From an optimization exercise on the open Yosys and OpenROAD flow, aimed at small area; shortcuts taken in it are not production practice.
Only simulation tests tie the RTL to the original design; equivalence was not proved.
Power figures rest on the tool's default switching activity, not on a simulated workload.

==> flow/design.v <==
module intercepte
(
input clk50, reset,
input start, pause, fire,
input [NCHV-1:0] ChvCode,
output LEDGameOver,
output LEDPause1, LEDPause2,
output reg [SZGR-1:0] SR_GR,
output reg [SZRD-1:0] SR_RD,
output [6:0] DscM,
output [6:0] DscC,
output [6:0] DscD,
output [6:0] DscU,
output [6:0] DcrD,
output [6:0] DcrU
);
parameter SZRD = 18;
parameter SZGR = 8;
parameter NCHV = 8;
function [6:0] seg7;
	input [3:0] v;
	reg a, b, c, d, e, f, g;
	begin
		a = v[3] | v[1] | (v[2] & v[0]) | (~v[2] & ~v[0]);
		b = ~v[2] | (~v[1] & ~v[0]) | (v[1] & v[0]);
		c = v[2] | ~v[1] | v[0];
		d = v[3] | (~v[2] & ~v[0]) | (~v[2] & v[1]) | (v[1] & ~v[0]) | (v[2] & ~v[1] & v[0]);
		e = (~v[2] & ~v[0]) | (v[1] & ~v[0]);
		f = v[3] | (~v[1] & ~v[0]) | (v[2] & ~v[1]) | (v[2] & ~v[0]);
		g = v[3] | (~v[2] & v[1]) | (v[2] & ~v[1]) | (v[1] & ~v[0]);
		seg7 = ~{g, f, e, d, c, b, a};
	end
endfunction
reg [4:0] tx, ty;
wire tick = tx[4] & tx[3];
always @(posedge clk50 or negedge reset)
begin
	if (!reset)
	begin
		tx <= 5'd24;
		ty <= 5'd0;
	end
	else
	begin
		tx <= tick ? 5'd0 : tx + 5'd1;
		if (tick)
			ty <= (ty[4] & ty[1] & ty[0]) ? 5'd0 : ty + 5'd1;
	end
end
wire ev_gr = tick & ty[0];
wire ev_sc = tick & ~ty[0];
wire ev_rd = tick & ty[1] & ~ty[0];
wire ev_1  = tick & (ty[3:0] == 4'b1010);
reg [1:0] es;
always @(posedge clk50 or negedge reset)
	if (!reset)
		es <= 2'b00;
	else
		es <= {es[0], ~(es[0] | es[1])};
reg [6:0] pc;
wire p_idle = pc[6] & pc[5] & pc[4];
wire p_end  = pc[6] & pc[5] & pc[2] & ~pc[0];
wire stb_pause = ~p_idle;
always @(posedge clk50 or negedge reset)
	if (!reset)
		pc <= 7'h7f;
	else if (p_end)
	begin
		if (pause)
			pc <= 7'h7f;
	end
	else if (~p_idle | ~pause)
		pc <= pc + 7'd1;
reg fh;
reg [5:0] fc;
wire f_idle = fc[5] & fc[4] & fc[3];
wire f_end  = fc[5] & fc[4] & fc[1] & ~fc[0];
wire stb_fire = ~fh & ~f_idle;
always @(posedge clk50 or negedge reset)
	if (!reset)
	begin
		fh <= 1'b0;
		fc <= 6'h3f;
	end
	else if (f_end)
	begin
		fc <= 6'h3f;
		fh <= ~fh;
	end
	else if (~f_idle | (fire == fh))
		fc <= fc + 6'd1;
reg [2:0] sD;
reg [3:0] sU;
reg cf;
wire       u_bor = cf & (sU == 4'd0);
wire [3:0] cU = u_bor ? 4'd9 : sU - {3'b0, cf};
wire [2:0] cD = sD - {2'b0, u_bor};
wire cz = (sD == 3'd0) & (sU[3:1] == 3'd0) & (sU[0] == cf);
localparam S_I0 = 3'b000, S_I1 = 3'b001, S_JOG = 3'b011, S_PA = 3'b010,
           S_P1 = 3'b110, S_P2 = 3'b111, S_GO = 3'b101;
reg [2:0] st;
reg run;
always @(posedge clk50 or negedge reset)
	if (!reset)
	begin
		st <= S_I0;
		run <= 1'b0;
	end
	else
	begin
		run <= (st == S_JOG);
		case (st)
			S_I0: st <= start ? S_I0 : S_I1;
			S_I1: st <= S_JOG;
			S_JOG: st <= stb_pause ? S_PA : (cz ? S_GO : S_JOG);
			S_PA: st <= stb_pause ? S_PA : S_P1;
			S_P1: st <= stb_pause ? S_P2 : S_P1;
			S_P2: st <= stb_pause ? S_P2 : S_JOG;
			default: st <= S_GO;
		endcase
	end
assign LEDPause1 = run;
assign LEDPause2 = run;
assign LEDGameOver = st[2] & ~st[1] & ~run;
always @(posedge clk50 or negedge reset)
	if (!reset)
	begin
		sD <= 3'd5;
		sU <= 4'd9;
		cf <= 1'b0;
	end
	else if (ev_1)
	begin
		sD <= cD;
		sU <= cU;
		cf <= run & ~cz;
	end
assign DcrU = seg7(sU);
assign DcrD = seg7({1'b0, sD});
reg [3:0] rc;        
reg inv;
always @(posedge clk50 or negedge reset)
	if (!reset)
	begin
		SR_RD <= 18'b0;
		rc <= 4'd0;
		inv <= 1'b0;
	end
	else if (ev_rd & run)
	begin
		if (rc[3])
		begin
			rc <= 4'd0;
			inv <= ~inv;
		end
		else
		begin
			SR_RD <= {ChvCode[rc[2:0]] ^ inv, SR_RD[17:1]};
			rc <= rc + 4'd1;
		end
	end
always @(posedge clk50 or negedge reset)
	if (!reset)
		SR_GR <= 8'b0;
	else if (ev_gr & run)
		SR_GR <= {SR_GR[6:0], stb_fire};
reg pa, ps;          
wire hit  = SR_GR[7] & SR_RD[0];
wire miss = SR_GR[7] ^ SR_RD[0];
wire apply = es[1] & (tx[2] | tx[1]);
always @(posedge clk50 or negedge reset)
	if (!reset)
	begin
		pa <= 1'b0;
		ps <= 1'b0;
	end
	else
	begin
		pa <= (ev_sc & run & hit) | (pa & ~apply);
		ps <= (ev_sc & run & miss) | (ps & ~apply);
	end
reg [2:0] sq;
reg [3:0] s3, s2, s1, s0;
wire       a_c1 = s1[3] | (s1[2] & (s1[1] | s1[0]));
wire [3:0] a_1  = a_c1 ? s1 - 4'd5 : s1 + 4'd5;
wire       a_c2 = a_c1 & s2[3] & s2[0];
wire [3:0] a_2  = a_c1 ? (a_c2 ? 4'd0 : s2 + 4'd1) : s2;
wire       a_c3 = a_c2 & s3[3] & s3[0];
wire [3:0] a_3  = a_c2 ? (a_c3 ? 4'd0 : s3 + 4'd1) : s3;
wire [2:0] a_q  = sq + {2'b0, a_c3};
wire       a_w  = (sq == 3'd3) & s3[1] & s2[2] & s2[1] & s2[0] & (s1[2] | s1[1] | (s1[0] & s0[3]));
wire       w_c0 = s0[3] | (s0[2] & s0[1]);
wire [3:0] w_0  = w_c0 ? s0 - 4'd6 : s0 + 4'd4;
wire [3:0] w_1  = s1 + 4'd1 + {3'b0, w_c0};
wire       m_b0 = ~(s0[3] | (s0[2] & (s0[1] | s0[0])));
wire [3:0] m_0  = m_b0 ? s0 + 4'd5 : s0 - 4'd5;
wire       m_b1 = m_b0 & (s1 == 4'd0);
wire [3:0] m_1  = m_b0 ? (s1 == 4'd0 ? 4'd9 : s1 - 4'd1) : s1;
wire       m_b2 = m_b1 & (s2 == 4'd0);
wire [3:0] m_2  = m_b1 ? (s2 == 4'd0 ? 4'd9 : s2 - 4'd1) : s2;
wire       m_b3 = m_b2 & (s3 == 4'd0);
wire [3:0] m_3  = m_b2 ? (s3 == 4'd0 ? 4'd9 : s3 - 4'd1) : s3;
wire [2:0] m_q  = sq - {2'b0, m_b3};
wire       m_w  = (sq == 3'd4) & ~s3[3] & ~s2[3] & ~s2[2] & ~s2[0] & ~s1[3] & ~s1[2]
                  & ~s0[3] & ~(s0[2] & s0[1] & s0[0]);
always @(posedge clk50 or negedge reset)
	if (!reset)
	begin
		sq <= 3'd0;
		s3 <= 4'd0;
		s2 <= 4'd0;
		s1 <= 4'd0;
		s0 <= 4'd0;
	end
	else if (apply & pa)
	begin
		if (a_w)
		begin
			sq <= 3'd4;
			s3 <= 4'd7;
			s2 <= 4'd2;
			s1 <= w_1;
			s0 <= w_0;
		end
		else
		begin
			sq <= a_q;
			s3 <= a_3;
			s2 <= a_2;
			s1 <= a_1;
		end
	end
	else if (apply & ps)
	begin
		if (m_w)
		begin
			sq <= 3'd3;
			s3 <= 4'd2;
			s2 <= 4'd7;
			s1 <= 4'd6;
			s0 <= s0 + 4'd1;
		end
		else
		begin
			sq <= m_q;
			s3 <= m_3;
			s2 <= m_2;
			s1 <= m_1;
			s0 <= m_0;
		end
	end
wire inr = (sq == 3'd0);
wire big = ~sq[2] & ~inr;
assign DscM = seg7(inr ? s3 : {big, 2'b0, big});
assign DscC = seg7(inr ? s2 : {big, 2'b0, big});
assign DscD = seg7(inr ? s1 : {big, 2'b0, big});
assign DscU = seg7(inr ? s0 : {big, 2'b0, big});
endmodule
==> flow/run.sh <==
#!/bin/bash
# synth_recipe.tcl (not shown) runs the flow's synth.tcl, then flattens the netlist and writes it again
# the make line also repeats each setting of config.mk as NAME=value (left out here)
make -C /OpenROAD-flow-scripts/flow DESIGN_CONFIG=/design/flow/config.mk WORK_HOME=/design/flow/orfs CLKGATE_MAP_FILE= SYNTH_SCRIPT=/design/flow/synth_recipe.tcl finish
==> flow/config.mk <==
export PLATFORM = sky130hd
export DESIGN_NAME = intercepte
export DESIGN_NICKNAME = intercepte
export VERILOG_FILES = /design/flow/design.v
export SDC_FILE = /design/flow/constraint.sdc
export NUM_CORES = 4
export LEC_CHECK = 0
export CAP_MARGIN = 20
export CORE_MARGIN = 2
export CORE_UTILIZATION = 40
export SLEW_MARGIN = 20
==> flow/constraint.sdc <==
create_clock -name core_clock -period 20.0 [get_ports {clk50}]
set_input_delay 4.0000 -clock core_clock [delete_from_list [all_inputs] [get_ports {clk50}]]
set_output_delay 4.0000 -clock core_clock [all_outputs]
set_load 0.01 [all_outputs]
==> run summary <==
## placed cells by master, fill, tap and decap left out, types with 23 or more instances in the layout
cell	synthesis	layout
o21ai_0	36	36
clkdlybuf4s50_1	0	82
a21oi_1	37	37
nand2_1	61	61
nor2_1	36	36
xnor2_1	23	23
nand3_1	25	25
dfrtp_1	71	71
inv_1	24	24
ha_1	29	29
mux2_2	27	27
## layout make-up
class / instances / area share
clock buffer: 12 / 0.03588
timing repair buffer: 86 / 0.1238
sequential: 90 / 0.3313
multi-input combinational: 458 / 0.4589
clock inverter: 4 / 0.004189
tap: 180 / 0.03278
inverter: 24 / 0.01311
## stage by stage
step	worst slack, ns	total power [mW]
6_report	13.48	0.3915
5_1_grt	13.31	0.4124
4_1_cts	13.50	0.3980
3_5_place_dp	13.87	0.2370
3_3_place_gp	13.90	0.2353
2_1_floorplan	14.60	0.2252
## sequential cells by signal (all words and copies together), names as in the netlist, 2 cells and up
register / flops
sD: 3
fc: 6
pc: 7
sU: 4
sq: 3
rc: 4
SR_RD: 18
st: 3
s0: 4
tx: 5
ty: 5
s2: 4
SR_GR: 8
s1: 4
es: 2
s3: 4
## cell families (layout without fill, tap and decap cells)
logic type | Yosys count | in the layout | share of synthesized area
muxes | 37 | 37 | 0.07594
and+or+nand+nor | 203 | 203 | 0.1826
AOI/OAI and AO/OA | 157 | 157 | 0.1793
buffers and inverters | 62 | 126 | 0.04763
xor gates and xnor gates | 30 | 30 | 0.04609
adders and majority gates | 31 | 31 | 0.06914
DFF | 90 | 90 | 0.3993
## per-layer routing
layer | share of wire | vias up | track usage
met5 | 0 | - | 0
met4 | 0.023 | 0 | 0.07031
met3 | 0.041 | 25 | 0.03736
met2 | 0.47 | 132 | 0.2833
met1 | 0.47 | 2313 | 0.2350
li1 | - | 2329 | -
## worst max path at each step
stage	startpoint	endpoint	slack, ns	depth (start not counted)
final	sq[2]	DscM[0]	13.48	3
after global routing	sq[2]	DscM[0]	13.31	3
after CTS	sq[2]	DscM[0]	13.50	3
after detailed placement	sq[2]	DscM[0]	13.87	3
after global placement	sq[2]	DscM[0]	13.90	3
after floorplan	sq[1]	DscM[0]	14.60	3
## cells in the mapped netlist, types with 6 or more instances
cell type / number / area share
a211oi_1: 8 / 0.011
a21o_1: 9 / 0.012
a21oi_1: 37 / 0.032
a31oi_1: 8 / 0.0088
and2_1: 6 / 0.0066
and3_1: 6 / 0.0066
buf_2: 10 / 0.0088
clkbuf_1: 21 / 0.014
dfrtp_1: 71 / 0.31
dfstp_2: 19 / 0.088
ha_1: 29 / 0.064
inv_1: 24 / 0.016
mux2_2: 27 / 0.053
nand2_1: 61 / 0.040
nand2b_1: 7 / 0.0077
nand3_1: 25 / 0.022
nand4_1: 8 / 0.0088
nor2_1: 36 / 0.024
nor3_1: 17 / 0.015
nor4_1: 8 / 0.0088
o211ai_1: 6 / 0.0079
o21ai_0: 36 / 0.032
o21ai_1: 8 / 0.0070
xnor2_1: 23 / 0.035
xor2_1: 7 / 0.011
## power by group through the flow
stage / logic, mW / registers [mW] / clock network, mW
floorplan: 0.0207 / 0.204 / 0
global placement: 0.0291 / 0.206 / 0
detailed placement: 0.0305 / 0.206 / 0
CTS: 0.0308 / 0.204 / 0.163
global route: 0.0353 / 0.205 / 0.172
finish: 0.0299 / 0.204 / 0.158
## critical path, delay by kind of cell, from the launching register on
family / cells / cell delay [ns]
buf+inv: 1 / 0.60
flops: 1 / 0.51
simple gates: 2 / 1.07
==> reports/qor.txt <==
Cells on Worst Hold Path - 0
critical path arrival - 2.52 ns
Initial Util - 0.4107
kind of end point of the critical path - primary output
Reg2Reg Setup Slack - 17.24 ns
Slew headroom - 0.4760
yosys warns - 1
crit-path cells - or3_1, nor4_1, clkdlybuf4s50_1
Die X - 123.4 um
vias in the first global route - 4545
unrepaired setup endpoints after global routing - no
path type of the worst setup path - register to primary output
outcome - complete, no violations
largest net degree at the start of global routing - 66
WL final - 13.16 mm
Reg clk slew, reported paths - 0.07 ns
Hold WS - 0.3823 ns
via/cell ratio - 5.619
Root Driver - clkbuf_16
CORE AREA - 13880 um^2
Initial DRT Pass Iterations - 5
Most used DFF post-synth - dfrtp_1
Inserted Clock Buffers - 9
DRC violations left - 0
CTS tree - yes
Async SR Flop Fraction - 1.000
H-tree levels - 3
post-CTS setup buffer count - 0
first-pass GRT wire length - 21.67 mm
All-Layer GR Usage - 0.1774
Finished Cell Area - 6870 um^2
grt total ovfl - 0
Routability Congestion - 0.8730
Clock Power Share - 0.403
pwr/cell area - 56.98 nW/um^2
reg2reg start - s0[1]
Leak Pwr - 2.954 nW
WL/cell - 15.41 um
share of cells above drive strength 1 - 0.1217
Layout Cells excl Fill - 854
placed instance count - 838
# hold bufs at CTS - 0
Mapped Avg Cell Area - 9.345 um^2
final max-slew violation count - 0
Max VDD drop - 36.02 uV
nets - 712
Net Sw Frac - 0.2408
remaining antenna violation count after routing - 0
Iter 0 DRT Violations - 375
period utilization - 0.3258
RR Endpoint - s0[3]
final core utilization - 0.4950
synth unique cells - 75
top fanout value on the critical path - 20
FILL cells - 1302
min Tclk post-route - 6.515 ns
FF/Latch Area - 2276 um^2
Seq/Total Area, Yosys - 0.3993
final hold vios - 0
# IOs - 84
Slew @ Worst Pin - 0.7861 ns
Internal Pwr Total - 297.2 uW
# resized after CTS - 0
DPL Wire Length - 9.204 mm
Hold Crit Start - es[0]
Seq cells post-synth - 90
Setup Skew - 0.007045 ns
Reg power frac - 0.521
Hold EP - es[1]
Logic pwr share - 0.076
Row Count - 43
antenna violations before repair - 0
CTS Sinks - 90
worst skew pair latency - 0.34 ns
area growth from synthesis to layout - 20.52%
max_cap viols - 0
post-synth net total - 653
ANT cells - 0
die area - 15220 um^2
WP data required - 16.00 ns
Slowest cell on crit path - or3_1
Die Span Y - 123.4 um
post-synthesis cell count - 610
CP max stage delay - 0.72 ns
Clock Tree Buf Depth - 2
Reg2Reg Depth - 9
Mapped Area - 5700 um^2
sw power - 94.27 uW
Buffers on Ports - 83
Fmax achieved - 0.1535 GHz
final setup vio count - 0
number of flops mapped to enable cells by yosys - 0
Area after DPL - 6595 um^2
CP Launch Type - register
HP Class - register to register
vias post-DR - 4799
area occupied by multi-input gates - 3153 um^2
setup TNS - 0 ns

what the ideal ports hide:
The results above use ideal ports. As a check the final layout listed here was re-extracted and re-timed, cells and wires unchanged.
Step 1, drivers: a clkbuf_16 drives clk50 and a buf_2 each remaining input, both assumed.
Step 2 adds t to the input delays and takes it off the output delays; t is the mean of the earliest and latest rising clock arrival at the registers after step 1. Input paths then give back, and output paths get back, about the clock's delay inside the block.
Three values: no drivers, after step 1, after step 2; two values: the first two.
t, ns: 0.372
setup slack, ns: 13.485 / 13.446 / 13.818
worst hold slack (ns): 0.382 / 0.382 / 0.382
worst register clock-pin slew, ns: 0.07 / 0.07
worst data-port slew with drivers (ns): 0.04
After both steps this run still meets setup and hold. The setup slack of this run moves by -0.039 ns with the drivers and by +0.333 ns with both steps.
